What follows belongs to an exercise in optimizing a design on an open flow for a short achievable clock period and few clock cycles; a production flow would make more cautious choices. Function was checked by simulation only, so behaviour that the tests miss may differ from the original. Power is estimated from default activity; no workload was simulated.

==> design/flow/design.v <==
module MIPS_MultiCycle(clk, reset, mem_addr, mem_we, mem_wdata, mem_rdata);
  input clk, reset;
  output wire [31:0] mem_addr;
  output wire mem_we;
  output wire [31:0] mem_wdata;
  input [31:0] mem_rdata;
  localparam BI = 6;               
  localparam NB = 1 << BI;
  localparam TW = 16 - 2 - BI;     
  reg [31:0] aq;         
  reg [31:0] ao;         
  reg        mcyc;       
  reg        mwe;        
  reg        mlw;        
  reg [31:0] wq;         
  reg        dv;         
  reg        ev;         
  reg        lrv;        
  reg        wpend;      
  reg [31:0] rfv;        
  reg [NB-1:0] bv;       
  reg        buv;        
  reg        seq;        
  reg [31:0] ras;        
  reg [4:0]  mrd;        
  reg [31:0] fpc;        
  reg [31:0] lrt;
  reg [31:0] ir;
  reg [31:0] pc_d;
  reg [31:0] pc4_d;      
  reg [13:0] pm1_d, pp1_d;   
  reg        pt_d;       
  reg [31:0] ptgt_d;     
  reg        hit_d;      
  reg        dth_d;      
  reg [1:0]  dtc_d;      
  reg [31:0] pc_e;
  reg [13:0] pm1_e, pp1_e;
  reg [31:0] a_e;           
  reg [31:0] b_e;           
  reg [31:0] s_e;           
  reg        fs_e;          
  reg [4:0]  sa_e, sb_e;     
  reg        useimm_e;
  reg        op_and_e, op_or_e, op_add_e, op_sub_e, op_slt_e;
  reg        wr_e;
  reg [4:0]  rd_e;
  reg        back_e;         
  reg        dth_e;
  reg [1:0]  dtc_e;
  reg        lw_e, sw_e, br_e, bne_e, jal_e, jr_e, j_e;
  reg        pt_e;
  reg [31:0] ptgt_e;
  reg [31:0] fall_e;         
  reg [31:0] btgt_e;         
  reg [31:0] alt_e;          
  reg [31:0] chk_e;          
  reg        hit_e;
  reg [31:0] W;
  reg [4:0]  wtag;
  reg [31:0] rf [0:31];
  reg [TW-1:0] btag [0:NB-1];
  reg [1:0]    btyp [0:NB-1];    
  reg [13:0]   btgt [0:NB-1];
  reg [1:0]    bctr [0:NB-1];
  reg [2:0]    biter [0:NB-1];   
  reg [2:0]    btrip [0:NB-1];   
  localparam DI = 6;
  localparam DW = 16 - 2 - DI;
  reg [DW-1:0] dtag [0:(1<<DI)-1];
  reg [1:0]    dctr [0:(1<<DI)-1];
  reg [(1<<DI)-1:0] dval;
  reg          du_v;
  reg [DI-1:0] du_idx;
  reg [DW-1:0] du_tag;
  reg [1:0]    du_ctr;
  reg          pq_hit;
  reg [1:0]    pq_typ;
  reg [1:0]    pq_ctr;
  reg [13:0]   pq_tgt;
  reg          pq_lexit;        
  reg [BI-1:0] bu_idx;
  reg [TW-1:0] bu_tag;
  reg [1:0]    bu_typ;
  reg [13:0]   bu_tgt;
  reg [1:0]    bu_ctr;
  reg [2:0]    bu_iter, bu_trip;
  reg          bu_wt;           
  reg          bu_inv;          
  assign mem_addr = ao;
  assign mem_we = mwe;
  assign mem_wdata = wq;
  wire [BI-1:0] lidx = aq[BI+1:2];
  wire l_bu = buv && (bu_idx == lidx);
  wire l_v = l_bu ? !bu_inv : bv[lidx];
  wire [TW-1:0] l_tag = l_bu ? bu_tag : btag[lidx];
  wire [1:0] l_typ = l_bu ? bu_typ : btyp[lidx];
  wire [1:0] l_ctr = l_bu ? bu_ctr : bctr[lidx];
  wire [13:0] l_tgt = (l_bu && bu_wt) ? bu_tgt : btgt[lidx];
  wire [2:0] l_iter = l_bu ? bu_iter : biter[lidx];
  wire [2:0] l_trip = l_bu ? bu_trip : btrip[lidx];
  wire l_hit = l_v && (l_tag == aq[15:BI+2]);
  wire f_hit = pq_hit && seq;
  wire f_pt = f_hit && (pq_typ != 2'd0 || (pq_ctr[1] && !pq_lexit));
  wire [31:0] f_ptgt = (pq_typ == 2'd2) ? ras : {aq[31:16], pq_tgt, 2'b00};
  wire [31:0] f_seq = aq + 32'd4;
  wire fr_j = mem_rdata[31:26] == 6'b000010;
  wire fr_jr = mem_rdata[31:26] == 6'b000001;
  wire [31:0] fr_jt = {f_seq[31:28], mem_rdata[25:0], 2'b00};
  wire fx_pt = f_pt || fr_j || fr_jr;
  wire [31:0] fx_tgt = fr_j ? fr_jt : fr_jr ? ras : f_ptgt;
  wire [31:0] f_next = fx_pt ? fx_tgt : f_seq;
  wire [5:0] op = ir[31:26];
  wire [5:0] fn = ir[5:0];
  wire [4:0] rs = ir[25:21];
  wire [4:0] rt = ir[20:16];
  wire [4:0] rdf = ir[15:11];
  wire [31:0] sext = {{16{ir[15]}}, ir[15:0]};
  wire d_r    = op == 6'b000000;
  wire d_addi = op == 6'b001000;
  wire d_andi = op == 6'b001100;
  wire d_beq  = op == 6'b000100;
  wire d_bne  = op == 6'b000101;
  wire d_jr   = op == 6'b000001;
  wire d_jal  = op == 6'b000011;
  wire d_j    = op == 6'b000010;
  wire d_lw   = op == 6'b100011;
  wire d_sw   = !(d_r | d_addi | d_andi | d_beq | d_bne | d_jr | d_jal | d_j | d_lw);
  wire d_br   = d_beq | d_bne;
  wire [31:0] d_fall = pc4_d;
  wire [31:0] d_btgt = pc4_d + {sext[29:0], 2'b00};
  wire [31:0] d_jtgt = {pc4_d[31:28], ir[25:0], 2'b00};
  reg        d_pt;
  reg [31:0] d_ptgt;
  always @* begin
    d_pt = 1'b0;
    d_ptgt = d_fall;
    if (d_j) begin
      d_pt = 1'b1; d_ptgt = d_jtgt;
    end else if (d_br) begin
      if (pt_d) begin
        d_pt = 1'b1; d_ptgt = ptgt_d;
      end else if (!hit_d && (dth_d ? dtc_d[1] : ir[15])) begin
        d_pt = 1'b1; d_ptgt = d_btgt;
      end
    end else if (d_jal) begin
      d_pt = pt_d; d_ptgt = ptgt_d;
    end else if (d_jr) begin
      d_pt = 1'b1; d_ptgt = pt_d ? ptgt_d : ras;
    end
  end
  wire d_redirect = dv && ((d_j && (!pt_d || (d_jtgt != ptgt_d))) ||
                           (d_br && !pt_d && !hit_d && (dth_d ? dtc_d[1] : ir[15])) ||
                           (d_jr && !pt_d) ||
                           (!(d_j || d_br || d_jal || d_jr) && pt_d));
  wire [31:0] d_next = d_pt ? d_ptgt : d_fall;
  wire f_add = fn == 6'b100000;
  wire f_sub = fn == 6'b100010;
  wire f_or  = fn == 6'b100101;
  wire f_slt = fn == 6'b101010;
  wire [31:0] rf_rs = rfv[rs] ? rf[rs] : 32'd0;
  wire [31:0] rf_rt = rfv[rt] ? rf[rt] : 32'd0;
  wire [31:0] d_rs = (wpend && wtag == rs) ? W : rf_rs;
  wire [31:0] d_b = (wpend && wtag == rt) ? W : rf_rt;
  wire [31:0] d_a = d_jal ? d_b : d_rs;       
  wire [4:0] d_sa = d_jal ? rt : rs;
  wire [31:0] a_x = a_e;
  wire [31:0] b_x = b_e;
  wire [31:0] e_add = a_x + b_x;
  wire [31:0] e_sub = a_x - b_x;
  wire e_lt = a_x < b_x;
  wire [31:0] e_lres = 
                      ({32{op_and_e}} & (a_x & b_x)) | ({32{op_or_e}} & (a_x | b_x)) |
                      ({32{jal_e}} & fall_e);
  wire [31:0] e_res = op_add_e ? e_add : op_sub_e ? e_sub : op_slt_e ? {31'd0, e_lt} : e_lres;
  wire e_isfast = op_add_e || op_sub_e || op_slt_e;
  wire [31:0] e_fast = ({32{op_add_e}} & e_add) | ({32{op_sub_e}} & e_sub) | {31'd0, op_slt_e & e_lt};
  wire e_eq = a_x == b_x;
  wire e_chk = a_x == chk_e;
  wire e_taken = bne_e ? !e_eq : e_eq;
  wire run = !mcyc;                   
  wire ex = run && ev;
  wire bok_e = ptgt_e == btgt_e;      
  wire e_brmis = ex && br_e && (pt_e ? (bok_e && !e_taken) : e_taken);
  wire e_brlate = ex && br_e && pt_e && !bok_e;      
  wire e_useadd = ex && (lw_e || sw_e || (jal_e && !pt_e));
  wire e_late = (ex && (jal_e || jr_e) && pt_e && !e_chk) || e_brlate;
  wire e_kill = e_brmis || (ex && jal_e && !pt_e) || e_late;    
  wire e_mem = ex && (lw_e || sw_e);
  wire e_wr = ex && wr_e;
  wire fw_a = e_wr && (d_jal ? rd_e == rt : rd_e == rs);
  wire fw_b = e_wr && rd_e == rt && (d_r || d_br);
  wire wr_now = mcyc ? mlw : (ex && wr_e);
  wire [4:0] wtag_now = mcyc ? mrd : rd_e;
  wire [31:0] wval_now = (!mcyc && e_isfast) ? e_fast : mcyc ? mem_rdata : e_lres;
  wire [13:0] sw_w = aq[15:2];
  wire ov_e = ev && (sw_w == pc_e[15:2] || sw_w == pm1_e || sw_w == pp1_e);
  wire ov_d = dv && (sw_w == pc_d[15:2] || sw_w == pm1_d || sw_w == pp1_d);
  wire flush = mcyc && mwe && (ov_e || ov_d);
  wire [31:0] refetch = ev ? pc_e : pc_d;
  wire e_ctl = br_e || j_e || jal_e || jr_e;
  wire [BI-1:0] eidx = pm1_e[BI-1:0];
  wire [1:0] r_ctr = bctr[eidx];
  wire [2:0] r_iter = biter[eidx];
  wire [2:0] r_trip = btrip[eidx];
  wire r_hit = bv[eidx] && btag[eidx] == pm1_e[13:BI] && btyp[eidx] == 2'd0;
  wire [1:0] e_ctr_new = !r_hit ? (e_taken ? 2'd2 : 2'd1) :
                         e_taken ? (r_ctr == 2'd3 ? 2'd3 : r_ctr + 2'd1) :
                                   (r_ctr == 2'd0 ? 2'd0 : r_ctr - 2'd1);
  wire [2:0] e_iter_new = !e_taken ? 3'd0 : !r_hit ? 3'd1 : (r_iter == 3'd7 ? 3'd7 : r_iter + 3'd1);
  wire [2:0] e_trip_new = !r_hit ? (e_taken ? 3'd7 : 3'd0) : e_taken ? r_trip : r_iter;
  wire [31:0] e_jtgt = jal_e ? e_add : jr_e ? a_x : j_e ? ptgt_e : btgt_e;
  wire [31:0] nf = d_redirect ? d_next : f_next;
  wire [31:0] f_rest = lrv ? lrt : d_redirect ? d_next : fr_j ? fr_jt : fr_jr ? ras :
                       f_pt ? f_ptgt : f_seq;
  always @(posedge clk or posedge reset) begin
    if (reset) begin
      aq <= 32'd0; ao <= 32'd0; mcyc <= 1'b0; mwe <= 1'b0; mlw <= 1'b0; wq <= 32'd0;
      dv <= 1'b0; ev <= 1'b0; lrv <= 1'b0; wpend <= 1'b0; rfv <= 32'd0;
      bv <= {NB{1'b0}}; buv <= 1'b0; dval <= {(1<<DI){1'b0}}; du_v <= 1'b0; ras <= 32'd0; seq <= 1'b0;
    end else begin
      wpend <= wr_now;
      if (wpend) rfv[wtag] <= 1'b1;
      if (dv && d_jal) ras <= d_fall;
      if (buv) begin
        if (bu_inv) bv[bu_idx] <= 1'b0;
        else bv[bu_idx] <= 1'b1;
      end
      du_v <= ex && br_e;
      if (du_v) dval[du_idx] <= 1'b1;
      buv <= ex && (br_e ? (r_hit || e_taken || back_e) : jal_e || (!e_ctl && hit_e));
      if (run) begin
        ev <= dv && !e_kill && !lrv;
        dv <= !e_kill && !d_redirect && !lrv;
        if (e_useadd) aq <= e_add;
        else if (e_brmis) aq <= alt_e;
        else aq <= f_rest;
        if (e_brmis) ao <= alt_e;
        else if (e_useadd) ao <= e_add;
        else ao <= f_rest;
        seq <= !(e_brmis || (ex && jal_e && !pt_e) || lrv || d_redirect || fx_pt);
        lrv <= e_late;
        mcyc <= e_mem;
        mwe <= e_mem && sw_e;
        mlw <= e_mem && lw_e;
        wq <= fs_e ? W : s_e;
      end else begin
        mcyc <= 1'b0;
        mwe <= 1'b0;
        mlw <= 1'b0;
        if (flush) begin
          ev <= 1'b0;
          dv <= 1'b0;
          aq <= refetch;
          ao <= refetch;
          seq <= 1'b0;
        end else if (d_redirect) begin
          aq <= d_next;
          ao <= d_next;
          seq <= 1'b0;
        end else begin
          aq <= fpc;
          ao <= fpc;
        end
      end
    end
  end
  always @(posedge clk) begin
    if (wpend) rf[wtag] <= W;
    if (wr_now) begin
      W <= wval_now;
      wtag <= wtag_now;
    end
    if (buv) begin
      btag[bu_idx] <= bu_tag;
      btyp[bu_idx] <= bu_typ;
      bctr[bu_idx] <= bu_ctr;
      biter[bu_idx] <= bu_iter;
      btrip[bu_idx] <= bu_trip;
      if (bu_wt) btgt[bu_idx] <= bu_tgt;
    end
    bu_idx <= eidx;
    bu_tag <= pm1_e[13:BI];
    bu_typ <= jr_e ? 2'd2 : br_e ? 2'd0 : 2'd1;
    bu_tgt <= e_jtgt[15:2];
    bu_ctr <= e_ctr_new;
    bu_iter <= e_iter_new;
    bu_trip <= e_trip_new;
    bu_wt <= !br_e || e_taken;
    bu_inv <= !e_ctl;
    if (du_v) begin
      dtag[du_idx] <= du_tag;
      dctr[du_idx] <= du_ctr;
    end
    du_idx <= pc_e[DI+1:2];
    du_tag <= pc_e[15:DI+2];
    du_ctr <= !dth_e ? (e_taken ? 2'd2 : 2'd1) :
              e_taken ? (dtc_e == 2'd3 ? 2'd3 : dtc_e + 2'd1) :
                        (dtc_e == 2'd0 ? 2'd0 : dtc_e - 2'd1);
    lrt <= br_e ? (e_taken ? btgt_e : fall_e) : jal_e ? e_add : a_x;
    if (run) begin
      pc_e <= pc_d;
      pm1_e <= pm1_d; pp1_e <= pp1_d;
      a_e <= (fw_a && e_isfast) ? e_fast : fw_a ? e_lres : d_a;
      b_e <= (fw_b && e_isfast) ? e_fast : fw_b ? e_lres :
             d_jal ? d_fall : (!d_r && !d_br) ? sext : d_b;
      s_e <= d_b;
      fs_e <= e_wr && rd_e == rt;
      sa_e <= d_sa; sb_e <= rt;
      useimm_e <= !d_r && !d_br;
      op_add_e <= (d_r && f_add) || d_addi || d_lw || d_sw;
      op_sub_e <= d_r && f_sub;
      op_or_e  <= d_r && f_or;
      op_slt_e <= d_r && f_slt;
      op_and_e <= (d_r && !f_add && !f_sub && !f_or && !f_slt) || d_andi;
      wr_e <= d_r || d_addi || d_andi || d_jal;
      rd_e <= d_r ? rdf : rt;
      lw_e <= d_lw; sw_e <= d_sw; br_e <= d_br; bne_e <= d_bne;
      jal_e <= d_jal; jr_e <= d_jr; j_e <= d_j;
      pt_e <= d_pt; ptgt_e <= d_ptgt;
      fall_e <= d_fall; btgt_e <= d_btgt;
      chk_e <= d_jal ? (ptgt_d - pc4_d) : d_ptgt;
      alt_e <= d_pt ? d_fall : d_btgt;
      hit_e <= hit_d;
      dth_e <= dth_d; dtc_e <= dtc_d;
      back_e <= ir[15];
      ir <= mem_rdata;
      pq_hit <= l_hit;
      pq_typ <= l_typ;
      pq_ctr <= l_ctr;
      pq_tgt <= l_tgt;
      pq_lexit <= (l_trip != 3'd7) && (l_iter == l_trip);
      pc_d <= aq;
      pm1_d <= aq[15:2] - 14'd1;
      pp1_d <= aq[15:2] + 14'd1;
      pc4_d <= f_seq;
      pt_d <= fx_pt; ptgt_d <= fx_tgt; hit_d <= f_hit;
      dth_d <= dval[aq[DI+1:2]] && dtag[aq[DI+1:2]] == aq[15:DI+2];
      dtc_d <= dctr[aq[DI+1:2]];
      fpc <= nf;
      mrd <= rd_e;
    end else begin
      if (mlw && mrd == sa_e) a_e <= mem_rdata;
      if (mlw && mrd == sb_e && !useimm_e) b_e <= mem_rdata;
      if (mlw && mrd == sb_e) s_e <= mem_rdata;
      if (dv) begin
        pt_d <= d_pt; ptgt_d <= d_ptgt;
      end
    end
  end
endmodule
==> design/flow/flow/run.sh <==
#!/bin/bash
set -uo pipefail
bash standard.sh SETUP_SLACK_MARGIN=6.5 finish > standard.log 2>&1
==> design/flow/standard.sh <==
#!/bin/bash
# synth_recipe.tcl (not shown) runs the flow's synth.tcl, then flattens the netlist and writes it again
# the make line also repeats each setting of config.mk as NAME=value (left out here)
make -C /OpenROAD-flow-scripts/flow DESIGN_CONFIG=/design/flow/config.mk WORK_HOME=/design/flow/orfs CLKGATE_MAP_FILE= SYNTH_SCRIPT=/design/flow/synth_recipe.tcl "${@:-finish}"
==> design/flow/config.mk <==
export PLATFORM = sky130hd
export DESIGN_NAME = MIPS_MultiCycle
export DESIGN_NICKNAME = MIPS_MultiCycle
export VERILOG_FILES = /design/flow/design.v
export SDC_FILE = /design/flow/constraint.sdc
export NUM_CORES = 4
export LEC_CHECK = 0
export ABC_CLOCK_PERIOD_IN_PS = 3000
export CAP_MARGIN = 20
export CORE_MARGIN = 2
export CORE_UTILIZATION = 30
export SLEW_MARGIN = 20
==> design/flow/constraint.sdc <==
create_clock -name core_clock -period 10.0 [get_ports {clk}]
set_input_delay 2.0000 -clock core_clock [delete_from_list [all_inputs] [get_ports {clk}]]
set_output_delay 2.0000 -clock core_clock [all_outputs]
set_load 0.01 [all_outputs]
==> flow_metrics.env, run 1 <==
export IMPL_dieArea_um2=726000
export IMPL_rows=311
export IMPL_antenna_found_initial=84
export IMPL_synthTopCellsByArea="edfxtp_1 (59%), mux4_2 (18%), dfrtp_1 (3.5%)"
export IMPL_critical_path_required_ns=8.00
export IMPL_fp_dieW_um=852
export IMPL_critical_path_max_stage_delay_ns=0.60
export IMPL_grt_max_degree=157
export IMPL_routed_via_density=5.93
export IMPL_grt_pass1_wl_um=1140000
export IMPL_synth_simple_gate_area_frac=0.0473
export IMPL_setup_viol=0
export IMPL_top_usage_layer="met2"
export IMPL_worstHoldStart="dtc_d[0]$_DFFE_PN_"
export IMPL_synth_top_area_frac=0.595
export IMPL_final_cell_mix="edfxtp_1 (4275), mux4_2 (1695), buf_4 (879), nand2_1 (688), nor2_1 (611)"
export IMPL_grtUsageMet2=0.327
export IMPL_critPathKind="reg2out"
export IMPL_clk_latency_ns=1.08
export IMPL_clock_path_buffers=4
export IMPL_peakVddDrop_mv=0.228
export IMPL_drt_pass1_iter_count=7
export IMPL_io_buffers=98
export IMPL_cts_root_buf="clkbuf_16"
export IMPL_coreArea_um2=717000
export IMPL_crit_path_cell_trace="buf_6"
export IMPL_holdBufCountCts=0
export IMPL_setup_tns_final_ns=0
export IMPL_track_usage=0.224
export IMPL_critPathLaunch="ao[26]$_DFF_PP0_"
export IMPL_synth_area_per_cell_um2=16.6
export IMPL_ys_seq_area_frac=0.640
export IMPL_nets=14200
export IMPL_numCtsBuffers=524
export IMPL_drtIter0Drc=22500
export IMPL_period_share=0.382
export IMPL_ant_nets=0
export IMPL_rsz0062_at_grt="true"
export IMPL_critPathBufInv=1
export IMPL_fmax_mhz=262
export IMPL_synth_cell_area_um2=216000
export IMPL_critPathLaunchType="flop"
export IMPL_yosys_area_top_type="edfxtp_1"
export IMPL_cts_sinks=4682
export IMPL_dieHeight_um=852
export IMPL_place_congestion=1.00
export IMPL_synth_edf_count=4275
export IMPL_power_density_nw_per_um2=360
export IMPL_clkSlewWorstSetupHoldPaths_ns=0.06
export IMPL_outcome="timing/DRC/antenna clean"
export IMPL_synthToLayoutAreaGrowth_pct=22.2
export IMPL_finalWirelength_um=854000
export IMPL_grt_pass1_vias=135000
export IMPL_mostFrequentLayoutCell="edfxtp_1"
export IMPL_critical_path_max_fanout=1
export IMPL_skew_ns=0.0732
export IMPL_layout_drive_gt1_share=0.352
export IMPL_synthFlopType="edfxtp_1"
export IMPL_grt_ovfl_total=0
export IMPL_synth_fp_nets=13200
export IMPL_drv_slew=0
export IMPL_slowest_stage="dfrtp_2"
export IMPL_hold_viol_final=0
export IMPL_ys_async_sr_fraction=0.0636
export IMPL_end_kind="primary output"
export IMPL_path_delay_family="flip-flops"
export IMPL_fillCellCount=66300
export IMPL_period_minus_slack_ns=3.82
export IMPL_synth_mux_area_frac=0.200
export IMPL_pin_count=99
export IMPL_wl_per_cell_um=35.6
export IMPL_synth_top_family_by_area="multiplexers"
export IMPL_synth_cells=13000
export IMPL_r2r_start="a_e[14]$_DFFE_PP_"
export IMPL_htree_levels=6
export IMPL_arrival_ns=1.82
export IMPL_dp_hpwl_um=523000
export IMPL_slew_headroom=0.0839
export IMPL_synth_xor_area_share=0.0148
export IMPL_vias=142000
export IMPL_cellLeakagePower_nw=86.5
export IMPL_grtUsageMet3=0.0676
export IMPL_ys_warn_count=1
export IMPL_cts_tree="built"
export IMPL_hold_path_class="reg2reg"
export IMPL_synthAdderAreaFrac=0.0103
export IMPL_use_met1=0.301
export IMPL_drc=0
export IMPL_power_total_mw=94.9
export IMPL_synth_compound_area_share=0.0673
export IMPL_cap_violations=0
export IMPL_synth_cell_types=89
export IMPL_worst_pin_slew_ns=1.37
export IMPL_ys_ff_latch=4682
export IMPL_initial_core_util=0.301
metal layers:
layer / part of all wire / vias to the layer above / wire (um)
met1: 0.38 / 75100 / 322000
met3: 0.13 / 2066 / 112000
met4: 0.065 / 36 / 55500
met2: 0.43 / 9947 / 364000
met5: 0.00040 / - / 343
li1: - / 55100 / -
cell type report:
class / count / area [um^2] / area share
Antenna cell: 52 / 130 / 0.000493
Clock buffer: 692 / 14300 / 0.0542
Clock inverter: 254 / 2280 / 0.00866
Inverter: 208 / 893 / 0.00339
Multi-Input combinational cell: 7191 / 80000 / 0.303
Sequential cell: 4682 / 138000 / 0.524
Tap cell: 9546 / 11900 / 0.0453
Timing Repair Buffer: 1376 / 15900 / 0.0602
Timing Repair inverter: 3 / 26.3 / 0.0000996
flip-flops by register name, indices dropped and copies added (netlist names), 64 cells and up, named ones only:
| register | cells |
|---|---|
| dctr | 128 |
| btgt | 896 |
| btag | 512 |
| dtag | 512 |
| bctr | 128 |
| rf | 1024 |
| btyp | 128 |
| dval | 64 |
| biter | 192 |
| btrip | 192 |
synthesized netlist by cell type, drive strengths merged (172+ instances only):
| cell | n |
|---|---|
| mux2i | 385 |
| edfxtp | 4275 |
| nand2 | 730 |
| clkbuf | 554 |
| a21oi | 459 |
| buf | 347 |
| mux4 | 1695 |
| nor2 | 805 |
| o21ai | 509 |
| inv | 202 |
| dfrtp | 298 |
| ha | 172 |
| xnor2 | 201 |
report_power, final:
| part | switching (mW) | internal [mW] |
|---|---|---|
| Combinational | 28.2 | 18.1 |
| Clock | 8.20 | 10.8 |
| Sequential | 3.49 | 26.2 |
| Total | 39.9 | 55.0 |
worst paths after layout:
path                                         endpoint  cells after the start  slack (ns)
max                                      mem_addr[26]                      1        6.18
min                                dtc_e[0]$_DFFE_PN_                      0        0.43
max reg2reg                         a_e[29]$_DFFE_PP_                     12        6.22
min reg2reg                        dtc_e[0]$_DFFE_PN_                      0        0.43
max in group asynchronous  asynchronous set/reset pin                      4        6.73
min in group asynchronous          rfv[7]$_DFFE_PP0P_                      2        1.29
kinds of logic (layout without fill, tap and decap cells):
group / count (synthesis) / after routing
AO/OA/AOI/OAI: 2184 / 2187
XOR/XNOR: 365 / 365
adder cells (fa/ha/maj): 176 / 176
buffers and inverters: 1109 / 2533
flip-flops: 4682 / 4682
multiplexers: 2174 / 2175
other: 0 / 52
AND/OR/NAND/NOR: 2283 / 2288
metrics by stage:
stage | instance area, um^2 | setup WS (ns) | instances | util | hold slack [ns]
after floorplan | 216000 | 4.04 | 13000 | - | 0.346
after global placement | 230000 | 4.05 | 22200 | 0.321 | 0.406
after detailed placement | 231000 | 4.12 | 22200 | 0.322 | 0.415
after CTS | 258000 | 6.11 | 23700 | 0.360 | 0.436
after global routing | 264000 | 6.19 | 24000 | 0.368 | 0.444
final | 264000 | 6.18 | 24000 | 0.368 | 0.434
what timing repair did:
item                        CTS  global route
gates cloned                 96            28
setup endpoints to repair   560           360
buffers inserted            399           235
pin swaps                   157           250
resized for setup          1479           528
Testbench counts, summed over its fixed seeds: cycles 270,563.
==> run 2: changes to the inputs <==
--- a/design/flow/config.mk
+++ b/design/flow/config.mk
@@ -9,4 +9,6 @@
 export CAP_MARGIN = 20
 export CORE_MARGIN = 2
 export CORE_UTILIZATION = 30
+export CTS_CLUSTER_DIAMETER = 80
+export CTS_CLUSTER_SIZE = 20
 export SLEW_MARGIN = 20
==> flow_metrics.env, run 2 <==
export IMPL_pin_count=99
export IMPL_grt_pass1_wl_um=1140000
export IMPL_synth_area_per_cell_um2=16.6
export IMPL_top_regs="rf: 1024 flops, btgt: 896 flops"
export IMPL_grtUsageMet2=0.327
export IMPL_initial_core_util=0.301
export IMPL_ys_ff_latch=4682
export IMPL_peakVddDrop_mv=0.235
export IMPL_antenna_found_initial=90
export IMPL_ant_nets=0
export IMPL_cts_tree="built"
export IMPL_largest_reg_flops=1024
export IMPL_arrival_ns=4.61
export IMPL_rsz0062_at_grt="true"
export IMPL_cts_sinks=4682
export IMPL_use_met1=0.300
export IMPL_critical_path_max_fanout=7
export IMPL_synth_fp_nets=13200
export IMPL_stdcell_area_um2=257000
export IMPL_rows=311
export IMPL_yosys_area_top_type="edfxtp_1"
export IMPL_hold_path_class="reg2reg"
export IMPL_holdPathEnd="dtc_e[0]$_DFFE_PN_"
export IMPL_nets=14000
export IMPL_critical_path_max_stage_delay_ns=0.66
export IMPL_cap_violations=0
export IMPL_drc=0
export IMPL_dp_hpwl_um=523000
export IMPL_grt_ovfl_total=0
export IMPL_synth_edf_count=4275
export IMPL_fp_dieW_um=852
export IMPL_path_delay_family="simple AND/OR/NAND/NOR gates"
export IMPL_track_usage=0.223
export IMPL_grtUsageMet3=0.0700
export IMPL_period_share=0.378
export IMPL_synth_cells=13000
export IMPL_r2r_slack_ns=6.23
export IMPL_holdBufCountCts=0
export IMPL_synth_top_area_frac=0.595
export IMPL_synthFlopType="edfxtp_1"
export IMPL_drv_slew=0
export IMPL_wl_per_cell_um=36.0
export IMPL_clock_path_buffers=4
export IMPL_slew_headroom=0.0960
export IMPL_fillCellCount=66800
export IMPL_dieHeight_um=852
export IMPL_final_cell_mix="edfxtp_1 (4275), mux4_2 (1695), buf_4 (896), nand2_1 (691), nor2_1 (591)"
export IMPL_top_usage_layer="met2"
export IMPL_regMostFlops="rf"
export IMPL_skew_ns=0.0788
export IMPL_routed_via_density=5.97
export IMPL_ys_seq_area_frac=0.640
export IMPL_outcome="timing/DRC/antenna clean"
export IMPL_grt_pass1_vias=133000
export IMPL_crit_path_cell_trace="buf_8, or4_4, buf_12, nor2_4, buf_6, buf_4, nor2_4, a22oi_2, nor2_1, mux2_4, mux2_4, a21oi_4, a22oi_1"
export IMPL_setup_viol=0
export IMPL_setup_tns_final_ns=0
export IMPL_ys_async_sr_fraction=0.0636
export IMPL_r2r_end="a_e[29]$_DFFE_PP_"
export IMPL_placed_cell_area_um2=231000
export IMPL_r2r_start="a_e[2]$_DFFE_PP_"
export IMPL_worstHoldStart="dtc_d[0]$_DFFE_PN_"
export IMPL_synth_most_common_cell="edfxtp_1"
export IMPL_vias=141000
export IMPL_cellLeakagePower_nw=83.3
export IMPL_whs_path_depth=0
export IMPL_synth_common_cells="edfxtp_1 (4275), mux4_2 (1695), nor2_1 (805)"
export IMPL_synthTopCellsByArea="edfxtp_1 (59%), mux4_2 (18%), dfrtp_1 (3.5%)"
export IMPL_mostFrequentLayoutCell="edfxtp_1"
export IMPL_period_minus_slack_ns=3.78
export IMPL_numCtsBuffers=307
export IMPL_finalWirelength_um=849000
export IMPL_dieArea_um2=726000
export IMPL_htree_levels=5
export IMPL_critPathBufInv=4
export IMPL_clk_latency_ns=1.05
export IMPL_grt_max_degree=157
export IMPL_power_density_nw_per_um2=348
export IMPL_critPathKind="in2reg"
export IMPL_critPathLaunch="mem_rdata[30]"
export IMPL_layout_drive_gt1_share=0.343
export IMPL_hold_viol_final=0
export IMPL_power_total_mw=89.5
export IMPL_fmax_mhz=265
export IMPL_worst_pin_slew_ns=1.35
export IMPL_synth_cell_types=89
export IMPL_end_kind="flop"
export IMPL_cts_root_buf="clkbuf_16"
export IMPL_critPathLaunchType="primary input"
export IMPL_clkSlewWorstSetupHoldPaths_ns=0.08
export IMPL_critical_path_required_ns=10.83
export IMPL_synth_cell_area_um2=216000
export IMPL_coreArea_um2=717000
export IMPL_slowest_stage="or4_4"
export IMPL_place_congestion=1.00
export IMPL_io_buffers=98
export IMPL_synthToLayoutAreaGrowth_pct=19.2
export IMPL_drtIter0Drc=22600
export IMPL_drt_pass1_iter_count=8
export IMPL_ys_warn_count=1
export IMPL_rr_worst_depth=12
[run 2: cell counts after synthesis]
No cell type changed its count.
[run 2: per-layer routing]
| metal | up-vias | share of wire |
|---|---|---|
| met5 | - | 0.00084 |
| met4 | 40 | 0.062 |
| met3 | 1880 | 0.13 |
| met2 | 9839 | 0.43 |
| met1 | 74700 | 0.38 |
| li1 | 54500 | - |
[run 2: kinds of logic after synthesis]
group / synth area share
AOI/OAI and AO/OA: 0.0673
and+or+nand+nor: 0.0473
adders and majority gates: 0.0103
DFF: 0.640
buffers and inverters: 0.0211
xor gates and xnor gates: 0.0148
muxes: 0.200
[run 2: cell type report]
type                            count  area [um^2]  area share
Inverter                          208          893     0.00347
Antenna cell                       61          153    0.000593
Timing Repair inverter              2         17.5   0.0000681
Timing Repair Buffer             1408        16300      0.0634
Sequential cell                  4682       138000       0.537
Clock buffer                      393         8300      0.0323
Clock inverter                    114         1360     0.00529
Multi-Input combinational cell   7189        80000       0.311
Tap cell                         9546        11900      0.0464
[run 2: worst max path at each step]
stage                                            end  slack [ns]  cells past startpoint
final                                aq[0]$_DFF_PP0_        6.22                     13
after global routing               a_e[29]$_DFFE_PP_        6.17                     12
after CTS                               mem_wdata[3]        6.16                      1
after detailed placement            b_e[2]$_DFFE_PP_        4.12                     10
after global placement              b_e[2]$_DFFE_PP_        4.05                     10
after floorplan           asynchronous set/reset pin        4.04                      1
[run 2: power breakdown]
part | switching [mW] | internal [mW]
Combinational | 28.2 | 18.2
Sequential | 3.51 | 26.1
Clock | 7.11 | 6.33
Total | 38.9 | 50.6
[run 2: per-stage QoR]
stage | hold WS, ns | setup slack, ns | std cells | utilization
final | 0.430 | 6.22 | 23600 | 0.359
after global routing | 0.434 | 6.17 | 23600 | 0.359
after CTS | 0.432 | 6.16 | 23300 | 0.352
after detailed placement | 0.415 | 4.12 | 22200 | 0.322
after global placement | 0.406 | 4.05 | 22200 | 0.321
after floorplan | 0.346 | 4.04 | 13000 | -
[run 2: timing repair]
item | in CTS | in global routing
cloned | 106 | 17
endpoints found under the setup margin | 581 | 464
gates resized for setup | 1580 | 476
pin swaps | 231 | 243
setup buffers | 442 | 223
hold endpoints to repair | 0 | 0

static timing again, ports no longer ideal:
The flow's constraints put no driver on any port. The routed layouts listed below were extracted and timed again, unchanged, in two steps.
Step 1, drivers: a clkbuf_16 drives clk and a buf_2 each remaining input, both assumed.
Step 2 moves the port delays by t, midway between the first and last clock arrival at a register: inputs arrive t later, outputs are due t later. That takes back most of the time a late clock gives input paths.
Three values: no drivers, after step 1, after step 2; two values: the first two.
run | t, ns | setup slack, ns | worst setup path at the end | worst register clock-pin slew, ns | worst slew at a driven data input, ns
run 1 | 1.183 | 6.176 / 6.052 / 5.151 | input to register | 0.07 / 0.07 | 0.17
run 2 | 1.151 | 6.223 / 6.096 / 5.147 | input to register | 0.10 / 0.10 | 0.17
After both steps setup and hold are still met in every run listed. The setup slack of run 2, which loses most, moves by -0.127 ns with the drivers and by -1.076 ns with both steps.
